Context: an optimization exercise on an open-source flow, tuned for small area and a short achievable clock period. The choices shown serve that exercise and are no tape-out recipe.
Where RTL was checked, it was by simulation tests only, not by an equivalence proof against the original.
Power and IR drop assume default switching activity.

Setup of run A:
// single_cycle_cpu_interrupt
module single_cycle_cpu_interrupt (clock, resetn, inst, d_f_mem, pc, m_addr, d_t_mem, wmem, rmem, intr0, intr1);
    input  clock, resetn;
    input  [31:0] inst;
    input  [31:0] d_f_mem;
    output [31:0] pc;
    output [31:0] m_addr;
    output [31:0] d_t_mem;
    output wmem;
    output rmem;
    input  intr0;
    input  intr1;
    wire [5:0]  op  = inst[31:26];
    wire [4:0]  rs  = inst[25:21];
    wire [4:0]  rt  = inst[20:16];
    wire [4:0]  rd  = inst[15:11];
    wire [4:0]  sa  = inst[10:6];
    wire [5:0]  fn  = inst[5:0];
    wire [15:0] imm = inst[15:0];
    wire rtype  = (op == 6'h00);
    wire i_add  = rtype & (fn == 6'h20);
    wire i_sub  = rtype & (fn == 6'h22);
    wire i_and  = rtype & (fn == 6'h24);
    wire i_or   = rtype & (fn == 6'h25);
    wire i_xor  = rtype & (fn == 6'h26);
    wire i_slt  = rtype & (fn == 6'h2a);
    wire i_shf  = rtype & (fn[5:3] == 3'b000) & (fn[1:0] != 2'b01);   
    wire i_jr   = rtype & (fn == 6'h08);
    wire i_addi = (op == 6'h08);
    wire i_andi = (op == 6'h0c);
    wire i_ori  = (op == 6'h0d);
    wire i_xori = (op == 6'h0e);
    wire i_slti = (op == 6'h0a);
    wire i_lw   = (op == 6'h23);
    wire i_sw   = (op == 6'h2b);
    wire i_beq  = (op == 6'h04);
    wire i_bne  = (op == 6'h05);
    wire i_lui  = (op == 6'h0f);
  ...
Size in the first run: about 5100 cells after synthesis, ~170 I/O pins, ~0.053 mm² of cells after synthesis.
clock: 12.5 ns
lec_check: 0
cap_margin: 20
core_margin: 2
core_utilization: 45
cts_buf_list: sky130_fd_sc_hd__clkbuf_16
cts_cluster_diameter: 70
cts_cluster_size: 24
setup_slack_margin: 4.5
slew_margin: 20
synth_hierarchical: 1
synth_minimum_keep_size: 0
run.sh (not shown) runs the stock make flow with config.mk's settings and CLKGATE_MAP_FILE= SYNTH_SCRIPT=/design/flow/synth_recipe.tcl, a recipe that flattens the netlist after the stock synthesis.
Run A | stages: all done | timing, DRC, antenna: all pass
--- input diff run A..run B ---
Settings: SETUP_SLACK_MARGIN now 4, was 4.5.
Findings:
- Taking run A as the reference, in run B count of pins over their slew limit did not really move; post-layout instance count excluding filler cells went down 152.
- Total power on run B is ahead of run A.
- Summary of run B over run A: via count of the first global-routing pass lower; maximum frequency roughly the same.

* * *

Another version of the RTL of single_cycle_cpu_interrupt (not shown whole).
Size in the first run: roughly 4900 cells after synthesis, roughly 1100 flip-flops, about 170 I/O pins.
==> flow/config.mk <==
export PLATFORM = sky130hd
export DESIGN_NAME = single_cycle_cpu_interrupt
export DESIGN_NICKNAME = single_cycle_cpu_interrupt
export VERILOG_FILES = /design/flow/design.v
export SDC_FILE = /design/flow/constraint.sdc
export NUM_CORES = 4
export LEC_CHECK = 0
export CAP_MARGIN = 20
export CORE_MARGIN = 2
export CORE_UTILIZATION = 50
export SETUP_SLACK_MARGIN = 5
export SLEW_MARGIN = 20
export SYNTH_HIERARCHICAL = 1
export SYNTH_MINIMUM_KEEP_SIZE = 0
==> flow/constraint.sdc <==
create_clock -name core_clock -period 12.5 [get_ports {clock}]
set_input_delay 2.5000 -clock core_clock [delete_from_list [all_inputs] [get_ports {clock}]]
set_output_delay 2.5000 -clock core_clock [all_outputs]
set_load 0.01 [all_outputs]
The baseline ended with an error in global routing on GRT-0232.
Change:
--- a/flow/config.mk
+++ b/flow/config.mk
@@ -9,5 +9,5 @@
 export CORE_MARGIN = 2
 export CORE_UTILIZATION = 50
-export SETUP_SLACK_MARGIN = 5
+export SETUP_SLACK_MARGIN = 4
 export SLEW_MARGIN = 20
 export SYNTH_HIERARCHICAL = 1
The new run passed the timing, DRC and antenna checks.
Synthesized cell count does not change.
Synthesized area stays the same.
No functional check of the RTL was part of any run of this note.

* * *

Another version of the RTL of single_cycle_cpu_interrupt (not shown whole).
For scale: ~5100 cells after synthesis, ~53000 sq um of cells after synthesis.
// single_cycle_cpu_interrupt
module single_cycle_cpu_interrupt (clock, resetn, inst, d_f_mem, pc, m_addr, d_t_mem, wmem, rmem, intr0, intr1);
Settings: LEC_CHECK=0, CAP_MARGIN=20, CORE_MARGIN=2, CORE_UTILIZATION=45, CTS_BUF_LIST=sky130_fd_sc_hd__clkbuf_16, CTS_CLUSTER_DIAMETER=70, CTS_CLUSTER_SIZE=24, SETUP_SLACK_MARGIN=4, SLEW_MARGIN=20, SYNTH_HIERARCHICAL=1, SYNTH_MINIMUM_KEEP_SIZE=0; clock period 12.5 ns.
Then changed:
Settings changed: CTS_BUF_LIST sky130_fd_sc_hd__clkbuf_16 to sky130_fd_sc_hd__clkbuf_8, CTS_CLUSTER_DIAMETER 70 to not set, CTS_CLUSTER_SIZE 24 to not set.
The changed run passed the timing, DRC and antenna checks.
Area after synthesis is unchanged.
Non-clock buffer count is lower by 19.
Design area is higher by 0.72%.
Global-route usage is higher by 0.58 points.
Utilization is higher by 0.40 points.
Power is higher by 5.8%.
Clock skew is higher by 0.0098 ns.
Clock power is higher by 16%.
Worst setup slack got worse by 0.018 ns.
Via count is about the same.

==> port drivers added, routing unchanged <==
Ports are ideal in the flow. The routed layouts listed here were re-timed in OpenROAD. Step 1: set_driving_cell puts a clkbuf_16 on clock and a buf_2 on each other input, an assumption about the parent block. Step 2 also shifts input and output timing later by t, the mid clock arrival at the registers, as if the neighbouring blocks saw the same clock. a / b / c = ideal ports / drivers / drivers and shift; a / b = the first two.
run | shift t [ns] | setup slack, ns | worst hold slack (ns) | cell pins on the clock port's net
run A | 0.789 | 3.810 / 3.745 / 3.624 | 0.490 / 0.490 / 0.490 | 1
run B | 0.768 | 3.810 / 3.728 / 2.995 | 0.490 / 0.490 / 0.490 | 1
the second run of note 2 | 0.812 | 2.446 / 2.285 / 2.285 | 0.480 / 0.480 / 0.480 | 1
the first run of note 3 | 0.783 | 3.617 / 3.376 / 3.022 | 0.477 / 0.477 / 0.477 | 1
the second run of note 3 | 0.976 | 3.599 / 3.409 / 2.954 | 0.474 / 0.474 / 0.474 | 1
After both steps every run listed still meets setup and hold. For run B, which loses most, drivers alone change the setup slack by -0.082 ns; drivers and shift together by -0.815 ns.
